Source: an optimization exercise on an open RTL-to-GDS flow (aim: small area and a short achievable clock period). Production flows keep margins and buffers that such runs may drop. In this exercise RTL edits were held to simulation tests only and were not proved equivalent to the original. No activity file was given, so power comes from the tool's default toggle rates.

==> flow/design.v (outline; a module is shown in full before it is edited, if it fits) <==
// module DSP: 1797 lines
// module dsp_fa: 4 lines
// module dsp_ha: 4 lines
// module dsp_add18: 128 lines
module DSP(A, B, C, D, clk, rst_n, P);
  // ...
==> flow/flow/run.sh <==
#!/bin/bash
# The standard layout, with two changes to how it is made:
#  - the port buffers are plain sky130 buf_1 cells (the default pick is a slow delay cell),
#  - timing repair may swap cells across footprints (so it can resize those buffers).
set -euo pipefail
bash standard.sh "BUFFER_PORTS_ARGS=-buffer_cell sky130_fd_sc_hd__buf_1" MATCH_CELL_FOOTPRINT=0 finish > standard.log 2>&1
==> flow/standard.sh <==
#!/bin/bash
# synth_recipe.tcl (not shown) runs the flow's synth.tcl, then flattens the netlist and writes it again
# the make line also repeats each setting of config.mk as NAME=value (left out here)
make -C /OpenROAD-flow-scripts/flow DESIGN_CONFIG=/design/flow/config.mk WORK_HOME=/design/flow/orfs CLKGATE_MAP_FILE= SYNTH_SCRIPT=/design/flow/synth_recipe.tcl "${@:-finish}"
==> flow/config.mk <==
export PLATFORM = sky130hd
export DESIGN_NAME = DSP
export DESIGN_NICKNAME = DSP
export VERILOG_FILES = /design/flow/design.v
export SDC_FILE = /design/flow/constraint.sdc
export NUM_CORES = 4
export LEC_CHECK = 0
export CAP_MARGIN = 20
export CORE_MARGIN = 2
export CORE_UTILIZATION = 40
export CTS_BUF_LIST = sky130_fd_sc_hd__clkbuf_8
export CTS_CLUSTER_SIZE = 20
export SETUP_SLACK_MARGIN = 4.3
export SLEW_MARGIN = 20
export SYNTH_HIERARCHICAL = 1
==> flow/constraint.sdc <==
create_clock -name core_clock -period 7.0 [get_ports {clk}]
set_input_delay 1.4000 -clock core_clock [delete_from_list [all_inputs] [get_ports {clk}]]
set_output_delay 1.4000 -clock core_clock [all_outputs]
set_load 0.01 [all_outputs]
==> notes.md, run 1 <==
sw frac=0.4029; Post-synth top cells=and2_1, fa_1, dfrtp_1, ha_1, a21oi_1; share of cells above drive strength 1=0.2461; biggest regs=P: 48 flops, z0: 48 flops, z1: 36 flops; first-pass GRT wire length=68.34 mm; sequential power=2780 uW; Comb power frac=0.565; dpl hpwl=29.15 mm; ClkCell Share=0.05029; critical setup path kind=in -> reg; GRT Total Usage=0.1876; Worst-path clk slew=~0.060 ns; syn nets=1,842; multiplexer share of the synthesized area=0; detailed-route wire length=42.92 mm; max incr delay on CP=0.42 ns; WHS Endpoint=s2[11]$_DFF_P_; largest family of logic cells by synthesized area=adder cells; CP cell instances=buf_6 -> ha_4 -> inv_2 -> fa_2 -> nand2b_4 -> a211oi_4 -> nor2_4 -> o311ai_4 -> a21o_1 -> fa_2; synth warn=7; FMAX=around 350 MHz; Hold Buf Count CTS=0; Cells after Synth=about 1,400; cell area after synthesis=18,350 sq um; CTS Sinks=a little under 300; Simple-Gate Fraction of Synth Area=0.1434; outcome=timing/DRC/antenna clean; largest class=multi-input combinational cells; Comb group=approximately 5800 uW; placed cells=approximately 2,100; # rows=78; Post-CTS Setup Bufs=63; Seq/total area=0.3254; area fraction of the dominant cell type after synthesis=0.3519; most common cell after layout, fill and taps aside=and2_1; initial antenna violation count=2; asr flop ratio synth=0.8776; count of multi-input gates=1,002; post-place setup slack=3.260 ns; setup tns final=0 ns; grt met2 use=0.3111; footprint of the multi-input gates=between 10,000 and 15,000 sq um
==> inputs of run 2 (changes only) <==
--- a/flow/config.mk
+++ b/flow/config.mk
@@ -11,5 +11,5 @@
 export CTS_BUF_LIST = sky130_fd_sc_hd__clkbuf_8
 export CTS_CLUSTER_SIZE = 20
-export SETUP_SLACK_MARGIN = 4.3
+export SETUP_SLACK_MARGIN = 4.6
 export SLEW_MARGIN = 20
 export SYNTH_HIERARCHICAL = 1
==> run 2 against run 1 <==
  * Total power grew 3.5%
  * Count of clock-buffer cells in the layout is the same
  * Non-clock buffer count grew 13
  * Routed wire length grew 2.4%
  * First-iteration DRC count shrank 12%
  * Final area grew 3.6%
  * Die area is the same
  * Clock skew grew 0.0011 ns
  * Combinational power grew 7.1%
  * Register-to-register slack lost 0.06 ns
  * Cell count grew 0.75%
  * Synthesized cell count is the same
  * Critical path type is now reg -> reg
==> notes.md, run 2 <==
Post-DRT Antenna Nets=0; DRC viols=0; first-pass GRT wire length=70.10 mm (+2.6%); unrepaired setup endpoints after global routing=yes; IO Port Bufs=151; outcome=timing/DRC/antenna clean; Simple-Gate Fraction of Synth Area=0.1434 (unchanged); Final Instance Area=23,090 sq um; compound-cell area share of the yosys netlist=0.05334; asr flop ratio synth=0.8776 (unchanged); Worst EP required=7.50 ns; setup tns final=0 ns (unchanged); Hold Buf Count CTS=0 (unchanged); Max-Cap Viols=0; Num CTS Buffers=51; library cells used by synthesis=64; nets=2,108; most common cell in the netlist=and2_1; biggest regs=P: 48 flops, z0: 48 flops, z1: 36 flops; vias=~11,000; synthesis-to-layout area growth=25.86%; PnR Total Power=10,610 uW; Synth area leader=dfrtp_1; max incr delay on CP=0.53 ns (+0.11 ns); final worst-path cycle share=0.4218; CTS tree=done; crit-path max FO=5; Area contributors post-synth=dfrtp_1, fa_1, and2_1, ha_1, dfxtp_1; Routability Congestion=0.8265; vias in the first global route=12,810; Overflow after GRT=0; Worst slew margin=0.4910; # rows=78 (unchanged); VDD IR max=0.1810 mV; Power Density=459.6 nW/um^2; Root Driver=clkbuf_8; Worst Max-Slew Pin Slew=between 0.7 and 0.8 ns; DIE AREA=47,590 sq um; detailed-route wire length=43.96 mm (+2.4%); GRT Total Usage=0.1922 (+0.004590); die height=218.2 microns; startpoint types=flip-flop; Antenna Diode Count=0; CP arrival=3.45 ns; final hold viol count=0; Critical Path Sink Type=flip-flop; starting DRC count in detailed routing=432; CP top delay family=compound AO/OA/AOI/OAI gates; cell area after synthesis=18,350 sq um (unchanged); worst hold path type=reg -> reg; syn_area_per_cell=between 10 and 15 sq um; area of the core=~45,000 sq um; most frequent cells in the layout=and2_1, dfrtp_1, fa_2; Die Wd=218.2 microns; CP cell instances=ha_2 -> inv_2 -> fa_2 -> nand2b_4 -> a21oi_4 -> o2111ai_4 -> a2111oi_4 -> o2111ai_2 -> o31a_1 -> nand2b_4 -> xnor2_2; Critical-path top delay cell=a2111oi_4; Max Root-Sink Buffers=3; num ports=152; synth warn=7 (unchanged); most common cell after layout, fill and taps aside=and2_1; DR pass1 iterations=4; multiplexer share of the synthesized area=0 (unchanged); Synth Area in XOR/XNOR=0.02762; syn nets=1,842 (unchanged); critical setup path kind=reg -> reg; share of cells above drive strength 1=0.3605 (+0.1144); largest family of logic cells by synthesized area=adder cells; CP bufs+invs=1; Worst-path clk slew=0.06 ns (about the same); Placement Cell Area=19,810 sq um; Clk Latency, worst-skew pair=0.64 ns; Most Frequent Cell on Critical Path=nand2b_4; flops & latches, synth=294; Cells after Synth=1,375 (unchanged); CTS Sinks=294 (unchanged); leakage power total=0.01003 uW; Initial Util=0.4051; adder-cell area share of the yosys netlist=0.3679; CTS HTree Levels=2; Post-Route Hold Slack=0.3283 ns; FMAX=338.7 MHz (-2.1%); Avg Vias per Cell=4.868; DR WL/cell=about 19 microns; area fraction of the dominant cell type after synthesis=0.3519 (unchanged); sequential area share after synthesis=0.3912; Post-synth top cells=and2_1, fa_1, dfrtp_1, ha_1, a21oi_1; Final Skew=approximately 0.026 ns; minimum clock period=around 3 ns; Top FF cell, synth=dfrtp_1; initial antenna violation count=0 (-2); final slew viol count=0; Final setup viols=0; EDFF count, synth=0; pin count of the biggest net entering global routing=about 140; dpl hpwl=29.77 mm (+2.1%)
-- run 2: metal layers --
layer / vias to the layer above / GRT usage / share of wire
li1: 4968 / - / -
met1: 5789 / 0.2492 / 0.43
met2: 278 / 0.3262 / 0.50
met3: 83 / 0.03312 / 0.046
met4: 0 / 0.06757 / 0.034
met5: - / 0 / 0
-- run 2: logic make-up after synthesis --
| logic type | after synthesis |
|---|---|
| DFF | 294 |
| xor gates and xnor gates | 57 |
| AOI/OAI and AO/OA | 140 |
| and+or+nand+nor | 442 |
| adders and majority gates | 363 |
| buffers and inverters | 79 |
-- run 2: path summary, 6_finish.rpt --
path	startpoint	depth (start not counted)	slack, ns	endpoint
hold reg to reg	s1[16]$_DFF_PN0_	0	0.33	s2[16]$_DFF_P_
hold / removal	s1[16]$_DFF_PN0_	0	0.33	s2[16]$_DFF_P_
setup / recovery	z0[0]$_DFF_PN0_	11	4.05	P[44]$_DFF_PN0_
min in group asynchronous	rst_n	1	0.81	s1[9]$_DFF_PN0_
setup reg to reg	z0[0]$_DFF_PN0_	11	4.05	P[44]$_DFF_PN0_
max in group asynchronous	rst_n	2	4.99	a1[1]$_DFF_PN0_
-- run 2: cell type report --
cell class              count  area, sq um
clock buffers              64        880.8
clock inverters            32        188.9
fillers                  3913        22190
inverters                  33        123.9
multi-input cells        1002        12060
flip-flops and latches    294         7254
well taps                 600        750.7
repair buffers            259         1832
-- run 2: through the flow --
step | util | cells | setup slack (ns)
after floorplan | - | 1375 | 3.697
final | 0.5099 | 2284 | 4.048
after global routing | 0.5099 | 2284 | 3.917
after detailed placement | 0.4374 | 2082 | 3.270
after CTS | 0.4965 | 2259 | 4.017
after global placement | 0.4374 | 2082 | 3.308
-- run 2: modules after synthesis (local to each module, per instance) --
module	flip-flops and latches	area [sq um]	cells	copies in the design
DSP	294	11620	976	1
dsp_add18	0	733.2	93	1
dsp_ha	0	12.51	1	18
dsp_fa	0	20.02	1	288
-- run 2: worst reg2reg max path: stages (launching register included) --
cell       delay [ns]
dfrtp_1          0.33
ha_2             0.19
inv_2            0.04
fa_2             0.34
nand2b_4         0.16
a21oi_4          0.17
o2111ai_4        0.18
a2111oi_4        0.53
o2111ai_2        0.19
o31a_1           0.38
nand2b_4         0.19
xnor2_2          0.12
-- run 2: what timing repair did --
| item | in CTS | in global routing |
|---|---|---|
| resized for setup | 294 | 118 |
| buffers inserted | 81 | 24 |
| endpoints found under the setup margin | 168 | 167 |
| hold endpoints to repair | 0 | 0 |
| pin swaps | 95 | 88 |
-- run 2: report_power, final --
group	internal, uW	total [uW]	switching, uW
Clock	870	1590	717
Combinational	3050	6200	3160
Sequential	2410	2820	412
Total	6330	10600	4280
==> inputs of run 3 (changes only) <==
--- a/flow/config.mk
+++ b/flow/config.mk
@@ -11,5 +11,5 @@
 export CTS_BUF_LIST = sky130_fd_sc_hd__clkbuf_8
 export CTS_CLUSTER_SIZE = 20
-export SETUP_SLACK_MARGIN = 4.6
+export SETUP_SLACK_MARGIN = 3.9
 export SLEW_MARGIN = 20
 export SYNTH_HIERARCHICAL = 1
==> run 3 against run 2 <==
  * Clock skew increased by 0.0045 ns
  * Non-clock buffer count shrank 100
  * Critical endpoint is now y2[15]$_DFF_PN0_
  * Combinational power is 17% lower
  * Sequential power down 2%
  * Utilization fell by 5.4 points
==> notes.md, run 3 <==
outcome=timing/DRC/antenna clean; setup tns final=0 ns (unchanged); share of cells above drive strength 1=0.09137 (-0.2691); most common cell after layout, fill and taps aside=and2_1; starting DRC count in detailed routing=451 (+4.4%); synth warn=7 (unchanged); sequential area share after synthesis=0.3912 (unchanged); multiplexer share of the synthesized area=0 (unchanged); Worst-path clk slew=0.06 ns (about the same); DR WL/cell=18.04 microns (-6.3%); biggest regs=P: 48 flops, z0: 48 flops, z1: 36 flops; synthesis-to-layout area growth=12.64%; flops & latches, synth=294 (unchanged); area fraction of the dominant cell type after synthesis=0.3519 (unchanged); max incr delay on CP=0.76 ns (+0.23 ns); first-pass GRT wire length=64.83 mm (-7.5%); DR WL met3=1.764 mm (-12%); Power Density=454.4 nW/um^2 (-1.1%); DRC viols=0 (unchanged); Worst Min Path Start=s1[4]$_DFF_PN0_; die height=218.2 microns (unchanged); critical setup path kind=reg -> reg; Post-DRT Antenna Nets=0 (unchanged); Avg Vias per Cell=4.821 (-0.97%); worst hold path type=reg -> reg; EDFF count, synth=0 (unchanged); FMAX=330.4 MHz (-2.4%); Critical Path Sink Type=flip-flop; Critical R2R Launch=s2[4]$_DFF_P_; library cells used by synthesis=64 (unchanged); number of fill cells in the layout=4,172 (+6.6%); Top FF cell, synth=dfrtp_1; CP arrival=3.50 ns (+0.05 ns); Worst Max-Slew Pin Slew=0.8070 ns (+0.04349 ns); cell area after synthesis=18,350 sq um (unchanged); Synth Area in XOR/XNOR=0.02762 (unchanged); CTS Sinks=294 (unchanged); post-place setup slack=3.259 ns (-0.01150 ns); Num CTS Buffers=48 (-5.9%); largest family of logic cells by synthesized area=adder cells; final worst-path cycle share=0.4323 (+0.01056); Met2 Routed Length=18.91 mm (-13%); Area contributors post-synth=dfrtp_1, fa_1, and2_1, ha_1, dfxtp_1; asr flop ratio synth=0.8776 (unchanged); Worst slew margin=0.4620 (-0.02899); Worst Setup SP=s2[4]$_DFF_P_; GRT Total Usage=0.1765 (-0.01572); CTS tree=done; most common cell in the netlist=and2_1; Root Driver=clkbuf_8; final setup margin=3.974 ns (-0.07391 ns); nets=2,005 (-4.9%); crit-path max FO=14 (+9); DIE AREA=47,590 sq um (unchanged); dpl hpwl=29.29 mm (-1.6%); Antenna Diode Count=0 (unchanged); VDD IR max=0.1497 mV (-17%); Placement Cell Area=19,600 sq um (-1.0%); Critical-path top delay cell=dfxtp_1; FF+latch area=7197 sq um (-0.79%); Simple-Gate Fraction of Synth Area=0.1434 (unchanged); CP cell instances=and2_1 -> fa_1 -> fa_1 -> fa_1 -> fa_1; Final setup viols=0 (unchanged); Worst EP required=7.48 ns (-0.02 ns); syn nets=1,842 (unchanged); footprint of the multi-input gates=10,980 sq um (-8.9%); Die Wd=218.2 microns (unchanged); Cells after Synth=1,375 (unchanged); adder-cell area share of the yosys netlist=0.3679 (unchanged); startpoint types=flip-flop; Max-Cap Viols=0 (unchanged); Synth area leader=dfrtp_1; IO Port Bufs=151 (unchanged); minimum clock period=3.026 ns (+0.07391 ns); syn_area_per_cell=13.34 sq um (unchanged); Post-synth top cells=and2_1, fa_1, dfrtp_1, ha_1, a21oi_1; Top Layer Used=met4; Final Skew=0.03018 ns (+0.004537 ns); vias=10,490 (-5.6%); Clk Latency, worst-skew pair=0.63 ns (about the same); vias in the first global route=11,900 (-7.2%); initial antenna violation count=0 (unchanged); CTS HTree Levels=2 (unchanged); Routability Congestion=0.8721 (+5.5%); Most Frequent Cell on Critical Path=fa_1; compound-cell area share of the yosys netlist=0.05334 (unchanged); met1 wire length=17.55 mm (-6.2%); final slew viol count=0 (unchanged); num ports=152 (unchanged); leakage power total=0.009134 uW (-8.9%); area of the core=45,280 sq um (unchanged); Final Instance Area=20,660 sq um (-11%); DR pass1 iterations=7 (+3); detailed-route wire length=39.25 mm (-11%); final hold viol count=0 (unchanged); pin count of the biggest net entering global routing=69 (-51%); Overflow after GRT=0 (unchanged); most frequent cells in the layout=and2_1, fa_1, dfrtp_1; Max Root-Sink Buffers=3 (unchanged); Initial Util=0.4051 (unchanged); unrepaired setup endpoints after global routing=yes; # rows=78 (unchanged); Hold Buf Count CTS=0 (unchanged)
[run 3: cell counts after synthesis]
No cell type changed its count.
[run 3: logic make-up after synthesis]
logic type      after synthesis
fa+ha+maj                   363
flops                       294
xor+xnor                     57
buf+inv                      79
compound gates              140
simple gates                442
[run 3: metal layers]
| metal | up-vias | global-route usage |
|---|---|---|
| met5 | - | 0 |
| met4 | 0 | 0.05782 |
| met3 | 74 | 0.03605 |
| met2 | 224 | 0.2903 |
| met1 | 5427 | 0.2350 |
| li1 | 4765 | - |
[run 3: worst paths after layout]
check / to / slack, ns / cells past startpoint
max: y2[15]$_DFF_PN0_ / 3.97 / 5
min: s2[4]$_DFF_P_ / 0.34 / 0
max reg2reg: y2[15]$_DFF_PN0_ / 3.97 / 5
min reg2reg: s2[4]$_DFF_P_ / 0.34 / 0
max in group asynchronous: z1[18]$_DFF_PN0_ / 4.82 / 2
min in group asynchronous: a1[3]$_DFF_PN0_ / 0.88 / 1
[run 3: report_power, final]
group | internal (uW) | switching, uW
Combinational | 2330 | 2790
Sequential | 2400 | 364
Clock | 804 | 700
Total | 5530 | 3850
[run 3: timing repair]
action / in CTS / in global routing
pin swaps: 3 / 4
gates cloned: 0 / 0
setup endpoints to repair: 6 / 19
setup buffers: 2 / 2
resized for setup: 5 / 17
[run 3: area by class of cell]
type                       instances  share of cell area
inverter                          33            0.005994
sequential                       294              0.3483
tap                              600             0.03633
multi-input combinational       1002              0.5314
timing repair buffer             159             0.03052
clock inverter                    33             0.01084
clock buffer                      55             0.03663
[run 3: Yosys stat by module, one instance, submodules excluded]
module     cell area [sq um]  copies in the design  flip-flops and latches  cells
DSP                    11620                     1                     294    976
dsp_add18              733.2                     1                       0     93
dsp_fa                 20.02                   288                       0      1
dsp_ha                 12.51                    18                       0      1
[run 3: worst max-delay path, delay by kind of cell (launching register included)]
family | cells | cell delay (ns)
simple gates | 1 | 0.26
flops | 1 | 0.76
fa+ha+maj | 4 | 1.85
[run 3: metrics by stage]
stage / hold slack (ns) / total power, uW / std cells / util
after floorplan: 0.3242 / 6408 / 1375 / -
after global placement: 0.3249 / 7782 / 2084 / 0.4329
after detailed placement: 0.3269 / 7978 / 2084 / 0.4329
after CTS: 0.3404 / 9525 / 2174 / 0.4552
after global routing: 0.3424 / 10390 / 2176 / 0.4563
final: 0.3391 / 9389 / 2176 / 0.4563
==> inputs of run 4 (changes only) <==
--- a/flow/config.mk
+++ b/flow/config.mk
@@ -11,5 +11,5 @@
 export CTS_BUF_LIST = sky130_fd_sc_hd__clkbuf_8
 export CTS_CLUSTER_SIZE = 20
-export SETUP_SLACK_MARGIN = 3.9
+export SETUP_SLACK_MARGIN = 3.5
 export SLEW_MARGIN = 20
 export SYNTH_HIERARCHICAL = 1
==> run 4 against run 3 <==
  * Final area is 0.48% lower
  * Routed wire length increased by 1.1%
  * Largest power group unchanged
  * First-iteration DRC count decreased by 14%
  * Clock power is 6% higher
  * Highest routed layer unchanged
  * Combinational power down 1%
  * Critical endpoint is now s1[16]$_DFF_PN0_
  * Still clean
  * Area after synthesis unchanged
  * Critical path depth grew 5
  * Die area stayed put
==> notes.md, run 4 <==
synth warn=7 (unchanged); Comb power frac=0.537 (-0.008); Num CTS Buffers=49 (+2.1%); FMAX=310.1 MHz (-6.1%); minimum clock period=3.225 ns (+0.1982 ns); RR Endpoint=y2[15]$_DFF_PN0_; Worst slew margin=0.4318 (-0.03018); most common cell after layout, fill and taps aside=and2_1; Final setup viols=0 (unchanged); dpl hpwl=29.54 mm (+0.84%); Area contributors post-synth=dfrtp_1, fa_1, and2_1, ha_1, dfxtp_1; syn nets=1,842 (unchanged); Power Density=457.4 nW/um^2 (+0.67%); final hold viol count=0 (unchanged); Psw=3835 uW (-0.50%); syn_area_per_cell=13.34 sq um (unchanged); IO Port Bufs=151 (unchanged); Post-CTS Setup Bufs=0 (-2); Max Root-Sink Buffers=3 (unchanged); Post-DRT Antenna Nets=0 (unchanged); unrepaired setup endpoints after global routing=no; starting DRC count in detailed routing=388 (-14%); area fraction of the dominant cell type after synthesis=0.3519 (unchanged); final worst-path cycle share=0.4606 (+0.02831); startpoint types=input port; Post-synth top cells=and2_1, fa_1, dfrtp_1, ha_1, a21oi_1; crit-path max FO=3 (-11); # rows=78 (unchanged); cell area after synthesis=18,350 sq um (unchanged); Initial Util=0.4051 (unchanged); CP arrival=3.71 ns (+0.21 ns); CP Capture Point=s1[16]$_DFF_PN0_; DIE AREA=47,590 sq um (unchanged); share of cells above drive strength 1=0.05860 (-0.03277); Cells after Synth=1,375 (unchanged); DRC viols=0 (unchanged); Top FF cell, synth=dfrtp_1; Worst EP required=7.48 ns (about the same); Critical R2R Launch=s2[6]$_DFF_P_; asr flop ratio synth=0.8776 (unchanged); Root Driver=clkbuf_8; outcome=timing/DRC/antenna clean; most frequent cells in the layout=and2_1, fa_1, dfrtp_1; sequential area share after synthesis=0.3912 (unchanged); Critical Path Sink Type=flip-flop; vias in the first global route=12,080 (+1.5%); worst hold path type=reg -> reg; Max-Cap Viols=0 (unchanged); num ports=152 (unchanged); EDFF count, synth=0 (unchanged); detailed-route wire length=39.69 mm (+1.1%); sw frac=0.4078 (-0.002767); Power Internal=5571 uW (+0.65%); Die Wd=218.2 microns (unchanged); post-CTS resize count=0 (-5); Post-Route Hold Slack=0.3398 ns (+0.0007590 ns); leakage power total=0.009140 uW (about the same); Worst Setup SP=B[0]; Overflow after GRT=0 (unchanged); library cells used by synthesis=64 (unchanged); GRT Total Usage=0.1772 (+0.0007547); DR WL/cell=18.29 microns (+1.4%); Worst Max-Slew Pin Slew=0.8308 ns (+0.02378 ns); register-to-register setup slack=3.83 ns (-0.14 ns); Avg Vias per Cell=4.886 (+1.4%); pin count of the biggest net entering global routing=142 (+110%); synthesis-to-layout area growth=12.10%; nets=2,000 (-0.25%); die height=218.2 microns (unchanged); Hold Buf Count CTS=0 (unchanged); Worst-path clk slew=0.05 ns (about the same); clock group share of total power=0.169 (+0.009); final slew viol count=0 (unchanged); vias=10,600 (+1.1%); final core occ=0.4541 (-0.002210); Min-Delay Path Depth=0 (unchanged); CTS Sinks=294 (unchanged); area of the core=45,280 sq um (unchanged); first-pass GRT wire length=65.27 mm (+0.67%); VDD IR max=0.1700 mV (+14%); flops & latches, synth=294 (unchanged); Worst Reg-to-Reg Cells=5 (unchanged); initial antenna violation count=0 (unchanged); Antenna Diode Count=0 (unchanged); part of the power in registers=0.294 (about the same); biggest regs=P: 48 flops, z0: 48 flops, z1: 36 flops; Synth area leader=dfrtp_1; Clk Latency, worst-skew pair=0.64 ns (about the same); Final Skew=0.03576 ns (+0.005581 ns); CTS tree=done; critical setup path kind=in -> reg; most common cell in the netlist=and2_1; CTS HTree Levels=2 (unchanged); setup tns final=0 ns (unchanged); DR pass1 iterations=5 (-2); Routability Congestion=0.8446 (-3.2%)
## run 4: logic make-up after synthesis
logic type | after synthesis | synth area share
buffers and inverters | 79 | 0.01651
XOR/XNOR | 57 | 0.02762
AND/OR/NAND/NOR | 442 | 0.1434
AO/OA/AOI/OAI | 140 | 0.05334
adder cells (fa/ha/maj) | 363 | 0.3679
flip-flops | 294 | 0.3912
## run 4: cell type report
class	instances	area (sq um)
inverters	33	123.9
repair buffers	153	601.8
clock inverters	27	206.4
well taps	600	750.7
fillers	4142	24720
multi-input cells	1002	10870
flip-flops and latches	294	7177
clock buffers	61	839.6
## run 4: critical path, cell delays in order
cell      delay, ns
buf_1          0.07
ha_1           0.14
inv_1          0.04
fa_1           0.40
nand2b_1       0.21
a211oi_1       0.37
nor2_1         0.14
o311ai_2       0.35
a21o_1         0.19
fa_1           0.41
## run 4: per-module statistics from Yosys, one instance, submodules excluded
module	cells	cell area, sq um
DSP	976	11620
dsp_fa	1	20.02
dsp_add18	93	733.2
dsp_ha	1	12.51
## run 4: worst min path at each step
stage | start | endpoint
CTS | s1[1]$_DFF_PN0_ | s2[1]$_DFF_P_
global route | s1[3]$_DFF_PN0_ | s2[3]$_DFF_P_
floorplan | s1[0]$_DFF_PN0_ | s2[0]$_DFF_P_
detailed placement | s1[6]$_DFF_PN0_ | s2[6]$_DFF_P_
global placement | s1[3]$_DFF_PN0_ | s2[3]$_DFF_P_
finish | s1[1]$_DFF_PN0_ | s2[1]$_DFF_P_
## run 4: through the flow
stage | cell area [sq um] | instances | power (uW) | worst slack [ns]
floorplan | 18350 | 1375 | 6344 | 3.575
finish | 20560 | 2170 | 9406 | 3.775
global placement | 19520 | 2082 | 7694 | 3.126
CTS | 20560 | 2170 | 9548 | 3.770
detailed placement | 19520 | 2082 | 7930 | 3.112
global route | 20560 | 2170 | 10350 | 3.641
## run 4: per-layer routing
layer  global-route usage  vias to the layer above  wire length (microns)
met5                    0                        -                      0
met4              0.06009                        0                   1181
met3              0.03312                       80                   2034
met2               0.2934                      286                  19140
met1               0.2354                     5494                  17330
li1                     -                     4743                      -
## run 4: power groups by stage
stage | sequential, uW | combinational, uW | clock [uW]
3_5_place_dp | 2810 | 5120 | 0
6_report | 2770 | 5050 | 1590
4_1_cts | 2780 | 5110 | 1650
2_1_floorplan | 2680 | 3660 | 0
3_3_place_gp | 2800 | 4890 | 0
5_1_grt | 2840 | 5790 | 1730
==> inputs of run 5 (changes only) <==
--- a/flow/config.mk
+++ b/flow/config.mk
@@ -11,5 +11,5 @@
 export CTS_BUF_LIST = sky130_fd_sc_hd__clkbuf_8
 export CTS_CLUSTER_SIZE = 20
-export SETUP_SLACK_MARGIN = 3.5
+export SETUP_SLACK_MARGIN = 3.7
 export SLEW_MARGIN = 20
 export SYNTH_HIERARCHICAL = 1
==> run 5 against run 4 <==
  * Total power rose by 1.1%
  * Hold slack got worse by 0.00051 ns
  * Sequential power about the same
  * Non-clock buffer count is the same
  * Fmax grew 2.4%
  * Largest power group unchanged
==> notes.md, run 5 <==
DR WL/cell=18.25 microns (-0.24%); Die Wd=218.2 microns (unchanged); worst hold path type=reg -> reg; Final setup viols=0 (unchanged); final worst-path cycle share=0.4498 (-0.01082); VDD IR max=0.1785 mV (+5.0%); Overflow after GRT=0 (unchanged); placed cells=2,082 (unchanged); minimum clock period=3.149 ns (-0.07572 ns); Power Internal=5686 uW (+2.1%); die height=218.2 microns (unchanged); Final Non-Filler Cells=2,175 (+0.23%); most common cell after layout, fill and taps aside=and2_1; critical setup path kind=reg -> reg; post-CTS resize count=0 (unchanged); Avg Vias per Cell=4.866 (-0.41%); clock group share of total power=0.179 (+0.010); Routability Congestion=0.8536 (+1.1%); syn_area_per_cell=13.34 sq um (unchanged); area fraction of the dominant cell type after synthesis=0.3519 (unchanged); EDFF count, synth=0 (unchanged); crit-path max FO=18 (+15); Num CTS Buffers=49 (unchanged); CP arrival=3.62 ns (-0.09 ns); asr flop ratio synth=0.8776 (unchanged); IO Port Bufs=151 (unchanged); DR pass1 iterations=4 (-1); sw frac=0.4023 (-0.005480); vias in the first global route=12,080 (-0.017%); Critical Path Sink Type=flip-flop; final slew viol count=0 (unchanged); CTS tree=done; pin count of the biggest net entering global routing=153 (+7.7%); share of cells above drive strength 1=0.06226 (+0.003663); dpl hpwl=29.23 mm (-1.0%); Worst slew margin=0.4113 (-0.02059); Post-synth top cells=and2_1, fa_1, dfrtp_1, ha_1, a21oi_1; CTS Sinks=294 (unchanged); Hold Buf Count CTS=0 (unchanged); DIE AREA=47,590 sq um (unchanged); sequential area share after synthesis=0.3912 (unchanged); vias=10,580 (-0.18%); leakage power total=0.009197 uW (+0.62%); cell area after synthesis=18,350 sq um (unchanged); Power Density=460.3 nW/um^2 (+0.63%); library cells used by synthesis=64 (unchanged); detailed-route wire length=39.68 mm (about the same); biggest regs=P: 48 flops, z0: 48 flops, z1: 36 flops; Synth area leader=dfrtp_1; flops & latches, synth=294 (unchanged); first-pass GRT wire length=65.51 mm (+0.37%); Clk Latency, worst-skew pair=0.62 ns (-0.02 ns); Worst EP required=7.47 ns (about the same); Cells after Synth=1,375 (unchanged); Area contributors post-synth=dfrtp_1, fa_1, and2_1, ha_1, dfxtp_1; Max Root-Sink Buffers=3 (unchanged); Comb power frac=0.530 (-0.007); nets=2,000 (unchanged); GRT Total Usage=0.1776 (+0.0003509); # rows=78 (unchanged); most frequent cells in the layout=and2_1, fa_1, dfrtp_1; Post-CTS Setup Bufs=0 (unchanged); final hold viol count=0 (unchanged); Final Skew=0.03214 ns (-0.003625 ns); synthesis-to-layout area growth=12.67%; initial antenna violation count=1 (+1); Max-Cap Viols=0 (unchanged); DRC viols=0 (unchanged); most common cell in the netlist=and2_1; synth warn=7 (unchanged); Root Driver=clkbuf_8; starting DRC count in detailed routing=412 (+6.2%); Post-DRT Antenna Nets=0 (unchanged); outcome=timing/DRC/antenna clean; area of the core=45,280 sq um (unchanged); syn nets=1,842 (unchanged); Worst-path clk slew=0.06 ns (about the same); number of fill cells in the layout=4,126 (-0.39%); FMAX=317.6 MHz (+2.4%); Top FF cell, synth=dfrtp_1; part of the power in registers=0.291 (-0.003); Worst Max-Slew Pin Slew=0.8831 ns (+0.05236 ns); Psw=3827 uW (-0.22%); CTS HTree Levels=2 (unchanged); num ports=152 (unchanged); setup tns final=0 ns (unchanged); unrepaired setup endpoints after global routing=no; startpoint types=flip-flop; Initial Util=0.4051 (unchanged)
## run 5: critical path, stage by stage, from the launching register on
cell and delay [ns]:
dfrtp_1 0.87, and2_1 0.25, fa_1 0.45, fa_1 0.51
fa_1 0.40, fa_1 0.52
## run 5: path summary, 6_finish.rpt
kind | from | endpoint | slack [ns] | cells after the start
min in group asynchronous | rst_n | s1[6]$_DFF_PN0_ | 0.81 | 1
max | a1[9]$_DFF_PN0_ | y2[18]$_DFF_PN0_ | 3.85 | 5
min reg2reg | s1[10]$_DFF_PN0_ | s2[10]$_DFF_P_ | 0.34 | 0
max reg2reg | a1[9]$_DFF_PN0_ | y2[18]$_DFF_PN0_ | 3.85 | 5
min | s1[10]$_DFF_PN0_ | s2[10]$_DFF_P_ | 0.34 | 0
max in group asynchronous | rst_n | P[47]$_DFF_PN0_ | 4.90 | 2
## run 5: layout make-up
type	instances	area, sq um	share of cell area
sequential	294	7177	0.3472
tap	600	750.7	0.03632
inverter	33	123.9	0.005993
clock buffer	61	839.6	0.04062
multi-input combinational	1002	10880	0.5264
timing repair buffer	153	598.1	0.02893
antenna	1	2.502	0.0001211
clock inverter	31	297.8	0.01441
## run 5: cell families (layout without fill, tap and decap cells)
kind of cell,after synthesis,count (layout),share of synthesized area
other cells,0,1,0
fa+ha+maj,363,363,0.3679
simple gates,442,442,0.1434
compound gates,140,140,0.05334
flops,294,294,0.3912
buf+inv,79,278,0.01651
xor+xnor,57,57,0.02762
## run 5: per-layer routing
layer	GRT usage	routed length, microns	up-vias
li1	-	-	4750
met1	0.2321	17590	5508
met2	0.2940	19190	251
met3	0.03744	1814	75
met4	0.06281	1094	0
met5	0	0	-
## run 5: metrics by stage
stage          total power [uW]  hold slack [ns]  instance area [sq um]    util  setup slack (ns)
3_3_place_gp               7696           0.3251                  19530  0.4313             3.342
4_1_cts                    9648           0.3408                  20670  0.4564             3.810
2_1_floorplan              6345           0.3242                  18360       -             3.690
6_report                   9513           0.3393                  20670  0.4565             3.851
3_5_place_dp               7904           0.3269                  19530  0.4313             3.302
5_1_grt                   10530           0.3430                  20670  0.4565             3.720
## run 5: Yosys stat by module, one instance, submodules excluded
module | cells | cell area, sq um
dsp_fa | 1 | 20.02
DSP | 976 | 11620
dsp_ha | 1 | 12.51
dsp_add18 | 93 | 733.2
## run 5: power groups by stage
stage               combinational (uW)  sequential [uW]  clock [uW]
floorplan                         3660             2680           0
CTS                               5090             2780        1770
global route                      5830             2840        1850
detailed placement                5090             2810           0
finish                            5040             2770        1700
global placement                  4900             2800           0
==> inputs of run 6 (changes only) <==
--- a/flow/config.mk
+++ b/flow/config.mk
@@ -9,7 +9,5 @@
 export CORE_MARGIN = 2
 export CORE_UTILIZATION = 40
-export CTS_BUF_LIST = sky130_fd_sc_hd__clkbuf_8
-export CTS_CLUSTER_SIZE = 20
-export SETUP_SLACK_MARGIN = 3.7
+export SETUP_SLACK_MARGIN = 4.3
 export SLEW_MARGIN = 20
 export SYNTH_HIERARCHICAL = 1
==> run 6 against run 5 <==
  * Total power is 5.9% higher
  * Fmax grew 6.2%
  * Non-clock buffer count rose by 87
  * Routed wire length rose by 6.1%
  * Sequential share of layout area down 2.0 points
  * Critical path type is now in -> reg
  * Highest routed layer unchanged
==> notes.md, run 6 <==
flops & latches, synth=294 (unchanged); leakage power total=0.009566 uW (+4.0%); Hold Buf Count CTS=0 (unchanged); CTS HTree Levels=1 (-1); most common cell after layout, fill and taps aside=and2_1; Post-synth top cells=and2_1, fa_1, dfrtp_1, ha_1, a21oi_1; detailed-route wire length=42.11 mm (+6.1%); final slew viol count=0 (unchanged); Worst-path clk slew=0.05 ns (about the same); first-pass GRT wire length=67.55 mm (+3.1%); final hold viol count=0 (unchanged); most common cell in the netlist=and2_1; asr flop ratio synth=0.8776 (unchanged); vias in the first global route=12,220 (+1.2%); area fraction of the dominant cell type after synthesis=0.3519 (unchanged); Max-Cap Viols=0 (unchanged); worst hold path type=reg -> reg; sequential area share after synthesis=0.3912 (unchanged); setup tns final=0 ns (unchanged); Routability Congestion=0.8452 (-0.98%); EDFF count, synth=0 (unchanged); Area contributors post-synth=dfrtp_1, fa_1, and2_1, ha_1, dfxtp_1; DR WL/cell=18.91 microns (+3.6%); starting DRC count in detailed routing=482 (+17%); # rows=78 (unchanged); Die Wd=218.2 microns (unchanged); Antenna Diode Count=0 (-1); outcome=timing/DRC/antenna clean; Worst Reg-to-Reg Cells=11 (+6); vias=10,850 (+2.5%); Synth area leader=dfrtp_1; startpoint types=input port; CP cell instances=buf_6 -> ha_4 -> inv_2 -> fa_2 -> nand2b_4 -> a211oi_4 -> nor2_4 -> o311ai_4 -> a21o_1 -> fa_2; Clk Latency, worst-skew pair=0.58 ns (-0.04 ns); FMAX=337.2 MHz (+6.2%); critical setup path kind=in -> reg; most frequent cells in the layout=and2_1, dfrtp_1, fa_1; final worst-path cycle share=0.4237 (-0.02616); Initial Util=0.4051 (unchanged); CTS Sinks=294 (unchanged); crit-path max FO=3 (-15); Placement Cell Area=19,630 sq um (+0.49%); share of cells above drive strength 1=0.2415 (+0.1793); minimum clock period=2.966 ns (-0.1831 ns); Avg Vias per Cell=4.872 (+0.12%); Final Instance Area=22,180 sq um (+7.3%); Top FF cell, synth=dfrtp_1; unrepaired setup endpoints after global routing=yes; library cells used by synthesis=64 (unchanged); synthesis-to-layout area growth=20.90%; biggest regs=P: 48 flops, z0: 48 flops, z1: 36 flops; DR WL met3=1.773 mm (-2.3%); Worst slew margin=0.3986 (-0.01262); Worst Max-Slew Pin Slew=0.9020 ns (+0.01894 ns); VDD IR max=0.1960 mV (+9.8%); Overflow after GRT=0 (unchanged); Most Frequent Cell on Critical Path=fa_2; synth warn=7 (unchanged); Post-DRT Antenna Nets=0 (unchanged); die height=218.2 microns (unchanged); Power Density=454.2 nW/um^2 (-1.3%); syn nets=1,842 (unchanged); Critical R2R Launch=z0[0]$_DFF_PN0_; DIE AREA=47,590 sq um (unchanged); Final Skew=0.01312 ns (-0.01902 ns); syn_area_per_cell=13.34 sq um (unchanged); Cells after Synth=1,375 (unchanged); Worst Setup SP=B[0]; Num CTS Buffers=31 (-37%); stages on the worst setup path=10 (+5); Met2 Routed Length=20.77 mm (+8.3%); register-to-register setup slack=4.12 ns (+0.27 ns); DR pass1 iterations=4 (unchanged); PnR Total Power=10,070 uW (+5.9%); Top Layer Used=met4; Critical-path top delay cell=fa_2; Worst EP required=7.45 ns (-0.02 ns); dpl hpwl=29.15 mm (-0.28%); GRT Total Usage=0.1833 (+0.005654); max incr delay on CP=0.42 ns (-0.45 ns); Max Root-Sink Buffers=3 (unchanged); Root Driver=clkbuf_16; CP arrival=3.41 ns (-0.21 ns); pin count of the biggest net entering global routing=139 (-9.2%); nets=2,069 (+3.5%); DRC viols=0 (unchanged); met1 wire length=18.46 mm (+4.9%); Final setup viols=0 (unchanged); area of the core=45,280 sq um (unchanged); CP bufs+invs=2 (+2); IO Port Bufs=151 (unchanged); cell area after synthesis=18,350 sq um (unchanged); CTS tree=done; Critical Path Sink Type=flip-flop; RR Endpoint=P[44]$_DFF_PN0_; CP Capture Point=s1[16]$_DFF_PN0_; CP top delay family=adder cells; initial antenna violation count=0 (-1); num ports=152 (unchanged); number of fill cells in the layout=3,974 (-3.7%)
==> run 6: cell counts after synthesis <==
No cell type changed its count.
==> run 6: layer usage <==
layer | up-vias | GRT usage
met5 | - | 0
met4 | 0 | 0.05397
met3 | 77 | 0.02366
met2 | 243 | 0.3138
met1 | 5652 | 0.2447
li1 | 4878 | -
==> run 6: repair_timing <==
item                       in CTS  in global routing
setup buffers                  69                 17
hold endpoints to repair        0                  0
setup endpoints to repair      83                 77
pin swaps                      63                 58
cloned                          1                  0
gates resized for setup       170                106
==> run 6: kinds of logic (layout without fill, tap and decap cells) <==
kind of cell,Yosys count,after routing,share of synthesized area
DFF,294,294,0.3912
xor gates and xnor gates,57,57,0.02762
buffers and inverters,79,331,0.01651
AOI/OAI and AO/OA,140,140,0.05334
and+or+nand+nor,442,442,0.1434
adders and majority gates,363,363,0.3679
==> run 6: worst min-delay path by stage <==
stage	endpoint	depth (start not counted)	start
2_1_floorplan	s2[0]$_DFF_P_	0	s1[0]$_DFF_PN0_
3_3_place_gp	s2[1]$_DFF_P_	0	s1[1]$_DFF_PN0_
3_5_place_dp	s2[11]$_DFF_P_	0	s1[11]$_DFF_PN0_
4_1_cts	s2[5]$_DFF_P_	0	s1[5]$_DFF_PN0_
5_1_grt	s2[3]$_DFF_P_	0	s1[3]$_DFF_PN0_
6_report	s2[15]$_DFF_P_	0	s1[15]$_DFF_PN0_
==> run 6: cell type report <==
type	instances	area [sq um]	share of cell area
Inverter	33	123.9	0.005585
Multi-Input combinational cell	1002	11500	0.5183
Clock inverter	18	188.9	0.008519
Timing Repair Buffer	240	1516	0.06837
Clock buffer	40	839.6	0.03785
Tap cell	600	750.7	0.03385
Sequential cell	294	7263	0.3275
==> run 6: metrics by stage <==
| step | worst slack [ns] | util | hold WS, ns | cells |
|---|---|---|---|---|
| 3_3_place_gp | 3.289 | 0.4334 | 0.3251 | 2082 |
| 3_5_place_dp | 3.260 | 0.4334 | 0.3269 | 2082 |
| 6_report | 4.034 | 0.4898 | 0.3388 | 2227 |
| 4_1_cts | 3.973 | 0.4797 | 0.3384 | 2210 |
| 5_1_grt | 3.977 | 0.4898 | 0.3441 | 2227 |
| 2_1_floorplan | 3.697 | - | 0.3242 | 1375 |
==> run 6: power by group <==
group | leakage (uW) | switching [uW] | internal [uW] | total, uW
logic | 0.00568 | 3000 | 2660 | 5670
registers | 0.00338 | 361 | 2410 | 2770
clock network | 0.000506 | 677 | 960 | 1640
total | 0.00957 | 4040 | 6030 | 10100
==> run 6: modules after synthesis (local to each module, per instance) <==
module     cells inside  flip-flops and latches
DSP                 976                     294
dsp_add18            93                       0
dsp_fa                1                       0
dsp_ha                1                       0
==> inputs of run 7 (changes only) <==
--- a/flow/config.mk
+++ b/flow/config.mk
@@ -9,5 +9,8 @@
 export CORE_MARGIN = 2
 export CORE_UTILIZATION = 40
-export SETUP_SLACK_MARGIN = 4.3
+export CTS_BUF_LIST = sky130_fd_sc_hd__clkbuf_16
+export CTS_CLUSTER_DIAMETER = 200
+export CTS_CLUSTER_SIZE = 24
+export SETUP_SLACK_MARGIN = 3.9
 export SLEW_MARGIN = 20
 export SYNTH_HIERARCHICAL = 1
==> run 7 against run 6 <==
  * Sequential share of layout area up 2.9 points
  * Utilization is 4.4 points lower
  * First-iteration DRC count is 5.2% lower
  * Register-to-register slack got worse by 0.13 ns
  * Die area did not move
  * Still clean on timing, DRC and antenna
  * Worst setup slack worse by 0.10 ns
  * Largest power group unchanged
==> notes.md, run 7 <==
minimum clock period=3.069 ns (+0.1031 ns); CP arrival=3.47 ns (+0.06 ns); area of the core=45,280 sq um (unchanged); FMAX=325.9 MHz (-3.4%); placed cells=2,084 (+0.096%); Max-Cap Viols=0 (unchanged); critical setup path kind=in -> reg; CP Capture Point=s1[16]$_DFF_PN0_; first-pass GRT wire length=63.81 mm (-5.5%); # rows=78 (unchanged); stages on the worst setup path=11 (+1); Overflow after GRT=0 (unchanged); num ports=152 (unchanged); pin count of the biggest net entering global routing=69 (-50%); Initial Util=0.4051 (unchanged); Worst Setup SP=B[0]; final slew viol count=0 (unchanged); crit-path max FO=3 (unchanged); Routability Congestion=0.8721 (+3.2%); GRT Total Usage=0.1719 (-0.01135); DR pass1 iterations=4 (unchanged); worst hold path type=reg -> reg; CTS Sinks=294 (unchanged); final hold viol count=0 (unchanged); Num CTS Buffers=16 (-48%); startpoint types=input port; EDFF count, synth=0 (unchanged); unrepaired setup endpoints after global routing=yes; RR Endpoint=y2[14]$_DFF_PN0_; asr flop ratio synth=0.8776 (unchanged); synth warn=7 (unchanged); Top FF cell, synth=dfrtp_1; part of the power in registers=0.310 (+0.035); biggest regs=P: 48 flops, z0: 48 flops, z1: 36 flops; IO Port Bufs=151 (unchanged); library cells used by synthesis=64 (unchanged); dpl hpwl=29.29 mm (+0.50%); share of cells above drive strength 1=0.06324 (-0.1783); Comb power frac=0.576 (+0.013); Hold Buf Count CTS=0 (unchanged); cell area after synthesis=18,350 sq um (unchanged); clock group share of total power=0.113 (-0.049); DIE AREA=47,590 sq um (unchanged); DR WL/cell=18.29 microns (-3.3%); Root Driver=clkbuf_16; Power Internal=5176 uW (-14%); vias in the first global route=11,500 (-5.9%); Worst EP required=7.40 ns (-0.05 ns); Final setup viols=0 (unchanged); area fraction of the dominant cell type after synthesis=0.3519 (unchanged); most common cell in the netlist=and2_1; Synth area leader=dfrtp_1; Critical Path Sink Type=flip-flop; Die Wd=218.2 microns (unchanged); Critical R2R Launch=a1[4]$_DFF_PN0_; Power Density=440.5 nW/um^2 (-3.0%); Max Root-Sink Buffers=3 (unchanged); initial antenna violation count=0 (unchanged); syn nets=1,842 (unchanged); CTS HTree Levels=1 (unchanged); CP top delay family=adder cells; Post-DRT Antenna Nets=0 (unchanged); detailed-route wire length=38.73 mm (-8.0%); Psw=3718 uW (-8.1%); CP bufs+invs=3 (+1); Antenna Diode Count=0 (unchanged); flops & latches, synth=294 (unchanged); Avg Vias per Cell=4.850 (-0.45%); synthesis-to-layout area growth=10.05%; vias=10,270 (-5.3%); Clk Latency, worst-skew pair=0.52 ns (-0.06 ns); VDD IR max=0.1558 mV (-20%); leakage power total=0.008844 uW (-7.6%); max incr delay on CP=0.42 ns (about the same); Post-synth top cells=and2_1, fa_1, dfrtp_1, ha_1, a21oi_1; most frequent cells in the layout=and2_1, fa_1, dfrtp_1; outcome=timing/DRC/antenna clean; final worst-path cycle share=0.4384 (+0.01473); most common cell after layout, fill and taps aside=and2_1; Worst Reg-to-Reg Cells=5 (-6); setup tns final=0 ns (unchanged); sequential area share after synthesis=0.3912 (unchanged); DRC viols=0 (unchanged); syn_area_per_cell=13.34 sq um (unchanged); final core occ=0.4458 (-0.04393); Final Non-Filler Cells=2,118 (-4.9%); die height=218.2 microns (unchanged); Worst-path clk slew=0.09 ns (+0.04 ns); starting DRC count in detailed routing=457 (-5.2%); CTS tree=done; Cells after Synth=1,375 (unchanged); Area contributors post-synth=dfrtp_1, fa_1, and2_1, ha_1, dfxtp_1; Most Frequent Cell on Critical Path=fa_2; Final Skew=0.01941 ns (+0.006297 ns); Worst Max-Slew Pin Slew=0.8139 ns (-0.08819 ns); nets=1,975 (-4.5%); Critical-path top delay cell=fa_2; Worst slew margin=0.4574 (+0.05879); sw frac=0.4181 (+0.01670); CP cell instances=clkbuf_2 -> ha_4 -> inv_2 -> fa_2 -> nand2b_4 -> a211oi_4 -> nor2_2 -> o311ai_2 -> buf_4 -> a21o_1 -> fa_2; register-to-register setup slack=3.99 ns (-0.13 ns)
## run 7: worst min-delay path by stage
stage | start | endpoint | slack, ns | cells after the start
floorplan | s1[0]$_DFF_PN0_ | s2[0]$_DFF_P_ | 0.32 | 0
global placement | s1[1]$_DFF_PN0_ | s2[1]$_DFF_P_ | 0.32 | 0
detailed placement | s1[11]$_DFF_PN0_ | s2[11]$_DFF_P_ | 0.33 | 0
CTS | s1[8]$_DFF_PN0_ | s2[8]$_DFF_P_ | 0.32 | 0
global route | s1[7]$_DFF_PN0_ | s2[7]$_DFF_P_ | 0.32 | 0
finish | s1[8]$_DFF_PN0_ | s2[8]$_DFF_P_ | 0.32 | 0
## run 7: per-layer routing
| layer | track usage | share of wire | up-vias |
|---|---|---|---|
| li1 | - | - | 4672 |
| met2 | 0.2877 | 0.48 | 197 |
| met4 | 0.04376 | 0.020 | 0 |
| met1 | 0.2394 | 0.46 | 5356 |
| met3 | 0.02046 | 0.035 | 48 |
| met5 | 0 | 0 | - |
## run 7: logic make-up after synthesis
group / share of synthesized area
and+or+nand+nor: 0.1434
adders and majority gates: 0.3679
buffers and inverters: 0.01651
DFF: 0.3912
AOI/OAI and AO/OA: 0.05334
xor gates and xnor gates: 0.02762
## run 7: layout make-up
cell class              instances  area [sq um]
flip-flops and latches        294          7198
repair buffers                161         648.1
multi-input cells            1002         10990
fillers                      4176         25090
clock buffers                  17         425.4
clock inverters                11         57.56
well taps                     600         750.7
inverters                      33         123.9
## run 7: per-module statistics from Yosys, one instance, submodules excluded
| module | cells | times used | flip-flops and latches | cell area, sq um |
|---|---|---|---|---|
| DSP | 976 | 1 | 294 | 11620 |
| dsp_add18 | 93 | 1 | 0 | 733.2 |
| dsp_fa | 1 | 288 | 0 | 20.02 |
| dsp_ha | 1 | 18 | 0 | 12.51 |
## run 7: through the flow
step,power (uW),area (sq um),hold slack (ns),setup slack [ns]
floorplan,6408,18430,0.3242,3.696
global placement,7782,19600,0.3249,3.287
detailed placement,7978,19600,0.3269,3.259
CTS,8999,20120,0.3225,3.903
global route,9858,20190,0.3179,3.858
finish,8894,20190,0.3237,3.931
## run 7: timing repair
item / in CTS / in global routing
cloned: 0 / 0
setup buffers: 2 / 4
gates resized for setup: 7 / 19
setup endpoints to repair: 8 / 19
pin swaps: 4 / 5
hold endpoints to repair: 0 / 0
## run 7: power by group through the flow
stage	sequential, uW	clock, uW	combinational, uW
after detailed placement	2810	0	5170
after global placement	2800	0	4980
after floorplan	2680	0	3720
after CTS	2770	1060	5170
final	2760	1010	5130
after global routing	2830	1120	5910
==> inputs of run 8 (changes only) <==
--- a/flow/config.mk
+++ b/flow/config.mk
@@ -6,4 +6,5 @@
 export NUM_CORES = 4
 export LEC_CHECK = 0
+export ABC_AREA = 1
 export CAP_MARGIN = 20
 export CORE_MARGIN = 2
@@ -11,5 +12,5 @@
 export CTS_BUF_LIST = sky130_fd_sc_hd__clkbuf_16
 export CTS_CLUSTER_DIAMETER = 200
-export CTS_CLUSTER_SIZE = 24
+export CTS_CLUSTER_SIZE = 30
 export SETUP_SLACK_MARGIN = 3.9
 export SLEW_MARGIN = 20
==> run 8 against run 7 <==
  * Still clean on timing, DRC and antenna
  * Clock skew barely moved
  * Routed wire length rose by 22%
  * Total power rose by 3.4%
  * Die area rose by 11%
  * Non-clock buffer count fell by 8
  * Count of clock-buffer cells in the layout fell by 4
  * First-iteration DRC count rose by 72%
  * Largest cell class unchanged
  * Largest power group unchanged
==> notes.md, run 8 <==
num ports=152 (unchanged); CTS tree=done; Top FF cell, synth=dfrtp_1; # rows=82 (+5.1%); Initial Util=0.4067 (+0.001553); final slew viol count=0 (unchanged); most frequent cells in the layout=nand2_1, inv_1, fa_1; PnR Total Power=9198 uW (+3.4%); sw frac=0.4640 (+0.04590); Placement Cell Area=21,710 sq um (+11%); vias=13,640 (+33%); starting DRC count in detailed routing=787 (+72%); compound-cell area share of the yosys netlist=0.01053 (-0.04281); leakage power total=0.01280 uW (+45%); synth warn=7 (unchanged); flops & latches, synth=294 (unchanged); area of the core=50,270 sq um (+11%); syn_area_per_cell=9.193 sq um (-31%); Worst slew margin=0.4681 (+0.01066); outcome=timing/DRC/antenna clean; asr flop ratio synth=0.8776 (unchanged); Power Internal=4931 uW (-4.7%); area fraction of the dominant cell type after synthesis=0.3158 (-0.03614); initial antenna violation count=0 (unchanged); CP cell instances=nand2_1 -> inv_1 -> fa_1 -> fa_1 -> fa_1 -> fa_1; minimum clock period=3.022 ns (-0.04727 ns); multiplexer share of the synthesized area=0 (unchanged); startpoint types=flip-flop; Critical-path top delay cell=dfxtp_1; Post-DRT Antenna Nets=0 (unchanged); Die Wd=230.1 microns (+5.5%); Cells after Synth=2,224 (+62%); Simple-Gate Fraction of Synth Area=0.1850 (+0.04157); Worst-path clk slew=0.12 ns (+0.03 ns); part of the power in registers=0.300 (-0.010); Antenna Diode Count=0 (unchanged); pin count of the biggest net entering global routing=155 (+120%); Avg Vias per Cell=4.523 (-6.8%); DR pass1 iterations=7 (+3); first-pass GRT wire length=77.05 mm (+21%); DRC viols=0 (unchanged); most common cell after layout, fill and taps aside=nand2_1; worst hold path type=reg -> reg; dpl hpwl=38.15 mm (+30%); Critical Path Sink Type=flip-flop; cell area after synthesis=20,440 sq um (+11%); Synth area leader=dfrtp_1; final hold viol count=0 (unchanged); crit-path max FO=14 (+11); register-to-register setup slack=3.98 ns (about the same); detailed-route wire length=47.14 mm (+22%); critical setup path kind=reg -> reg; library cells used by synthesis=35 (-45%); Worst Max-Slew Pin Slew=0.7979 ns (-0.01598 ns); CTS Sinks=294 (unchanged); Hold Buf Count CTS=0 (unchanged); Synth Area in XOR/XNOR=0.01371 (-0.01391); nets=2,805 (+42%); Post-CTS Setup Bufs=0 (-2); sequential area share after synthesis=0.3510 (-0.04017); DR WL/cell=15.63 microns (-15%); number of fill cells in the layout=4,916 (+18%); Final Skew=0.01910 ns (-0.0003137 ns); Post-Route Hold Slack=0.3370 ns (+0.01331 ns); Final setup viols=0 (unchanged); Max Root-Sink Buffers=3 (unchanged); Area contributors post-synth=dfrtp_1, fa_1, nand2_1, inv_1, ha_1; Overflow after GRT=0 (unchanged); syn nets=2,691 (+46%); CP arrival=3.40 ns (-0.07 ns); Post-synth top cells=nand2_1, inv_1, fa_1, dfrtp_1, ha_1; Root Driver=clkbuf_16; largest family of logic cells by synthesized area=adder cells; clock group share of total power=0.095 (-0.018); final setup margin=3.978 ns (+0.04727 ns); CTS HTree Levels=1 (unchanged); adder-cell area share of the yosys netlist=0.3301 (-0.03778); Final Instance Area=22,100 sq um (+9.5%); Num CTS Buffers=13 (-3); vias in the first global route=14,720 (+28%); Psw=4268 uW (+15%); unrepaired setup endpoints after global routing=yes; biggest regs=P: 48 flops, z0: 48 flops, z1: 36 flops; VDD IR max=0.2003 mV (+29%); Routability Congestion=0.8974 (+2.9%); DIE AREA=52,940 sq um (+11%); synthesis-to-layout area growth=8.084%; GRT Total Usage=0.1849 (+0.01296); Worst EP required=7.38 ns (-0.02 ns); post-place setup slack=3.488 ns (+0.2289 ns); Comb power frac=0.605 (+0.029); Clk Latency, worst-skew pair=0.51 ns (about the same); Max-Cap Viols=0 (unchanged); most common cell in the netlist=nand2_1; max incr delay on CP=0.83 ns (+0.41 ns); share of cells above drive strength 1=0.06101 (-0.002234); final worst-path cycle share=0.4316 (-0.006753); FMAX=331.0 MHz (+1.6%); Most Frequent Cell on Critical Path=fa_1; die height=230.1 microns (+5.5%); EDFF count, synth=0 (unchanged); IO Port Bufs=151 (unchanged); Power Density=416.3 nW/um^2 (-5.5%); setup tns final=0 ns (unchanged)
-- run 8: changes by cell type in the layout (fill, tap and decap cells not counted), moves of 20 or more --
cell and change:
and2_1 -328, inv_1 +492, nor2_1 +44, xnor2_1 -28, o21ai_0 -22, nand3_1 +32
nand2_2 +27, nand2_1 +659, a21oi_1 -20
-- run 8: cells by family (layout without fill, tap and decap cells) --
kind of cell    Yosys count  in the layout
buf+inv                 597            717
fa+ha+maj               363            363
flops                   294            294
compound gates           40             40
simple gates            898            898
xor+xnor                 32             32
-- run 8: power groups by stage --
| stage | logic (uW) | registers (uW) | clock network [uW] |
|---|---|---|---|
| detailed placement | 5680 | 2800 | 0 |
| global placement | 5450 | 2790 | 0 |
| CTS | 5670 | 2760 | 919 |
| floorplan | 4010 | 2670 | 0 |
| global route | 6420 | 2830 | 969 |
| finish | 5570 | 2760 | 870 |
-- run 8: area by class of cell --
cell class,instances,area [sq um],share of cell area
clock buffers,13,325.3,0.01472
repair buffers,153,598.1,0.02707
clock inverters,8,35.03,0.001585
well taps,672,840.8,0.03805
multi-input cells,1333,11050,0.5003
flip-flops and latches,294,7206,0.3261
inverters,543,2038,0.09224
-- run 8: timing repair --
action / 4_1_cts / 5_1_grt
hold endpoints to repair: 0 / 0
pin swaps: 0 / 0
endpoints found under the setup margin: 2 / 29
resized for setup: 4 / 19
-- run 8: worst max-delay path, delay by kind of cell (launching register included) --
kind,cells,cell delay (ns)
AND/OR/NAND/NOR,1,0.11
flip-flops,1,0.83
buffers and inverters,1,0.11
adder cells (fa/ha/maj),4,1.84
-- run 8: final timing paths --
kind | startpoint | endpoint | cells past startpoint
min in group asynchronous | rst_n | a1[2]$_DFF_PN0_ | 1
hold reg to reg | s1[17]$_DFF_PN0_ | s2[17]$_DFF_P_ | 0
max in group asynchronous | rst_n | z0[43]$_DFF_PN0_ | 2
hold / removal | s1[17]$_DFF_PN0_ | s2[17]$_DFF_P_ | 0
setup / recovery | s2[12]$_DFF_P_ | y2[13]$_DFF_PN0_ | 6
setup reg to reg | s2[12]$_DFF_P_ | y2[13]$_DFF_PN0_ | 6
-- run 8: per-stage QoR --
step / instances / util
finish: 3016 / 0.4395
global route: 3016 / 0.4395
floorplan: 2224 / -
CTS: 3016 / 0.4391
detailed placement: 2995 / 0.4318
global placement: 2995 / 0.4318
-- run 8: per-module statistics from Yosys (local to each module, per instance) --
| module | cell area [sq um] | times used | flip-flops and latches | cells inside |
|---|---|---|---|---|
| DSP | 13630 | 1 | 294 | 1782 |
| dsp_add18 | 827.0 | 1 | 0 | 136 |
| dsp_fa | 20.02 | 288 | 0 | 1 |
| dsp_ha | 12.51 | 18 | 0 | 1 |
-- run 8: layer usage --
| metal | part of all wire | GRT usage |
|---|---|---|
| met3 | 0.040 | 0.01823 |
| met4 | 0.024 | 0.04395 |
| met1 | 0.42 | 0.2373 |
| met5 | 0 | 0 |
| met2 | 0.51 | 0.3359 |
==> inputs of run 9 (changes only) <==
--- a/flow/config.mk
+++ b/flow/config.mk
@@ -6,5 +6,4 @@
 export NUM_CORES = 4
 export LEC_CHECK = 0
-export ABC_AREA = 1
 export CAP_MARGIN = 20
 export CORE_MARGIN = 2
==> run 9 against run 8 <==
  * Count of clock-buffer cells in the layout did not move
  * Sequential power about the same
  * Combinational power decreased by 8.1%
  * Synthesized cell count is 38% lower
  * Clock skew grew 0.0077 ns
  * Utilization rose by 0.34 points
  * Worst setup slack lost 0.059 ns
  * Critical endpoint is now s1[16]$_DFF_PN0_
  * Largest power group unchanged
==> notes.md, run 9 <==
Synth area leader=dfrtp_1; syn_area_per_cell=13.34 sq um (+45%); CTS HTree Levels=1 (unchanged); CTS tree=done; Worst Max-Slew Pin Slew=0.8143 ns (+0.01645 ns); DR pass1 iterations=4 (-3); flops & latches, synth=294 (unchanged); Top FF cell, synth=dfrtp_1; Worst EP required=7.41 ns (+0.03 ns); biggest regs=P: 48 flops, z0: 48 flops, z1: 36 flops; Max-Cap Viols=0 (unchanged); PnR Total Power=8760 uW (-4.8%); most common cell in the netlist=and2_1; FMAX=324.6 MHz (-1.9%); Clk Latency, worst-skew pair=0.52 ns (about the same); EDFF count, synth=0 (unchanged); VDD IR max=0.1658 mV (-17%); sequential area share after synthesis=0.3912 (+0.04017); Routability Congestion=0.8721 (-2.8%); Num CTS Buffers=13 (unchanged); Post-DRT Antenna Nets=0 (unchanged); Final Instance Area=20,060 sq um (-9.2%); pin count of the biggest net entering global routing=69 (-55%); placed cells=2,084 (-30%); Final Skew=0.02685 ns (+0.007747 ns); Final Non-Filler Cells=2,110 (-30%); initial antenna violation count=0 (unchanged); final hold viol count=0 (unchanged); Power Density=436.7 nW/um^2 (+4.9%); worst hold path type=reg -> reg; Worst-path clk slew=0.12 ns (about the same); Die Wd=218.2 microns (-5.2%); detailed-route wire length=38.62 mm (-18%); outcome=timing/DRC/antenna clean; final worst-path cycle share=0.4401 (+0.008473); Avg Vias per Cell=4.871 (+7.7%); Critical Path Sink Type=flip-flop; asr flop ratio synth=0.8776 (unchanged); vias=10,280 (-25%); Area contributors post-synth=dfrtp_1, fa_1, and2_1, ha_1, dfxtp_1; cell area after synthesis=18,350 sq um (-10%); Cells after Synth=1,375 (-38%); syn nets=1,842 (-32%); Antenna Diode Count=0 (unchanged); Worst slew margin=0.4571 (-0.01096); vias in the first global route=11,490 (-22%); dpl hpwl=29.29 mm (-23%); share of cells above drive strength 1=0.05960 (-0.001404); area fraction of the dominant cell type after synthesis=0.3519 (+0.03614); CTS Sinks=294 (unchanged); nets=1,970 (-30%); critical setup path kind=in -> reg; startpoint types=input port; CP arrival=3.49 ns (+0.09 ns); minimum clock period=3.081 ns (+0.05931 ns); # rows=78 (-4.9%); synth warn=7 (unchanged); area of the core=45,280 sq um (-9.9%); IO Port Bufs=151 (unchanged); Initial Util=0.4051 (-0.001553); synthesis-to-layout area growth=9.337%; starting DRC count in detailed routing=476 (-40%); DRC viols=0 (unchanged); Max Root-Sink Buffers=3 (unchanged); final slew viol count=0 (unchanged); Hold Buf Count CTS=0 (unchanged); die height=218.2 microns (-5.2%); crit-path max FO=3 (-11); num ports=152 (unchanged); DR WL/cell=18.30 microns (+17%); unrepaired setup endpoints after global routing=yes; first-pass GRT wire length=63.60 mm (-17%); Root Driver=clkbuf_16; setup tns final=0 ns (unchanged); library cells used by synthesis=64 (+83%); most frequent cells in the layout=and2_1, fa_1, dfrtp_1; Overflow after GRT=0 (unchanged); most common cell after layout, fill and taps aside=and2_1; Post-synth top cells=and2_1, fa_1, dfrtp_1, ha_1, a21oi_1; leakage power total=0.008761 uW (-32%); GRT Total Usage=0.1708 (-0.01409); Final setup viols=0 (unchanged); DIE AREA=47,590 sq um (-10%); Placement Cell Area=19,600 sq um (-9.7%)
-- run 9: cell count changes after synthesis, moves of 16 or more --
cell / delta
inv_1: -494
a21o_1: +16
nor2_1: -43
a21oi_1: +20
nand2_1: -659
nor2_2: -20
nand2_2: -27
nand3_1: -32
and2_1: +328
xnor2_1: +28
o21ai_0: +22
-- run 9: worst paths after layout --
path	start	end	slack (ns)	cells past startpoint
setup / recovery	B[0]	s1[16]$_DFF_PN0_	3.92	11
min in group asynchronous	rst_n	y1[4]$_DFF_PN0_	0.97	1
hold reg to reg	s1[8]$_DFF_PN0_	s2[8]$_DFF_P_	0.34	0
max in group asynchronous	rst_n	z1[24]$_DFF_PN0_	4.69	2
setup reg to reg	a1[4]$_DFF_PN0_	y2[14]$_DFF_PN0_	3.97	5
hold / removal	s1[8]$_DFF_PN0_	s2[8]$_DFF_P_	0.34	0
-- run 9: metrics by stage --
| stage | hold WS, ns | setup slack (ns) | util |
|---|---|---|---|
| 2_1_floorplan | 0.3242 | 3.696 | - |
| 3_3_place_gp | 0.3249 | 3.287 | 0.4329 |
| 3_5_place_dp | 0.3269 | 3.259 | 0.4329 |
| 4_1_cts | 0.3411 | 3.895 | 0.4417 |
| 5_1_grt | 0.3497 | 3.823 | 0.4429 |
| 6_report | 0.3361 | 3.919 | 0.4429 |
-- run 9: logic make-up (layout without fill, tap and decap cells) --
family / after synthesis / after routing / share of synthesized area
AND/OR/NAND/NOR: 442 / 442 / 0.1434
adder cells (fa/ha/maj): 363 / 363 / 0.3679
flip-flops: 294 / 294 / 0.3912
AO/OA/AOI/OAI: 140 / 140 / 0.05334
buffers and inverters: 79 / 214 / 0.01651
XOR/XNOR: 57 / 57 / 0.02762
-- run 9: routing by layer --
| metal | share of wire | up-vias | global-route usage |
|---|---|---|---|
| met1 | 0.46 | 5365 | 0.2398 |
| met5 | 0 | - | 0 |
| met4 | 0.021 | 0 | 0.03810 |
| li1 | - | 4661 | - |
| met3 | 0.033 | 53 | 0.01879 |
| met2 | 0.48 | 199 | 0.2873 |
-- run 9: timing repair --
| item | CTS | global route |
|---|---|---|
| buffers inserted | 2 | 2 |
| resized for setup | 5 | 20 |
| setup endpoints to repair | 8 | 19 |
| pin swaps | 4 | 3 |
-- run 9: per-module statistics from Yosys, one instance, submodules excluded --
module | times used | area, sq um | flops+latches
DSP | 1 | 11620 | 294
dsp_add18 | 1 | 733.2 | 0
dsp_fa | 288 | 20.02 | 0
dsp_ha | 18 | 12.51 | 0
-- run 9: critical path, cell delays in order --
cell and delay [ns]:
buf_1 0.12, ha_4 0.15, inv_2 0.03, fa_2 0.35
nand2b_4 0.18, a211oi_4 0.23, nor2_1 0.10, o311ai_2 0.22
buf_4 0.17, a21o_1 0.12, fa_2 0.42
-- run 9: layout make-up --
cell class	instances	area [sq um]
sequential	294	7201
tap	600	750.7
timing repair buffer	159	630.6
inverter	33	123.9
clock inverter	9	43.79
clock buffer	13	325.3
fill	4193	25230
multi-input combinational	1002	10980
-- run 9: where the power goes --
part,switching (uW),internal [uW]
Sequential,366,2390
Combinational,2800,2330
Clock,526,349
Total,3690,5070

-- separate check: timing with driven ports --
How much do the figures lean on ideal ports? The routed layouts below were timed once more, with nothing changed but the port constraints.
Step 1 assumes that a clkbuf_16 drives the clock port and a buf_2 every other input.
Step 2 times the ports against the registers' clock, not the clock port: input delays grow and output delays shrink by t, the midpoint of the rising clock arrivals with the driver on.
Slacks: ideal ports / drivers / drivers and shift; pairs: ideal ports / drivers.
run	t (ns)	setup WS [ns]	clock arrival spread, ns
run 1	0.678	4.109 / 4.111 / 3.445	0.029 / 0.029
run 2	0.676	4.048 / 4.048 / 3.446	0.025 / 0.026
run 3	0.661	3.974 / 3.974 / 3.362	0.031 / 0.031
run 4	0.669	3.775 / 3.799 / 3.130	0.040 / 0.040
run 5	0.658	3.851 / 3.851 / 3.327	0.032 / 0.032
run 6	0.629	4.034 / 4.054 / 3.424	0.014 / 0.013
run 7	0.562	3.931 / 3.956 / 3.394	0.028 / 0.028
run 8	0.555	3.978 / 3.978 / 3.512	0.021 / 0.020
run 9	0.557	3.919 / 3.949 / 3.392	0.035 / 0.035
After both steps every run listed still meets setup and hold. For run 1, which loses most, drivers alone change the setup slack by +0.002 ns; drivers and shift together by -0.664 ns.
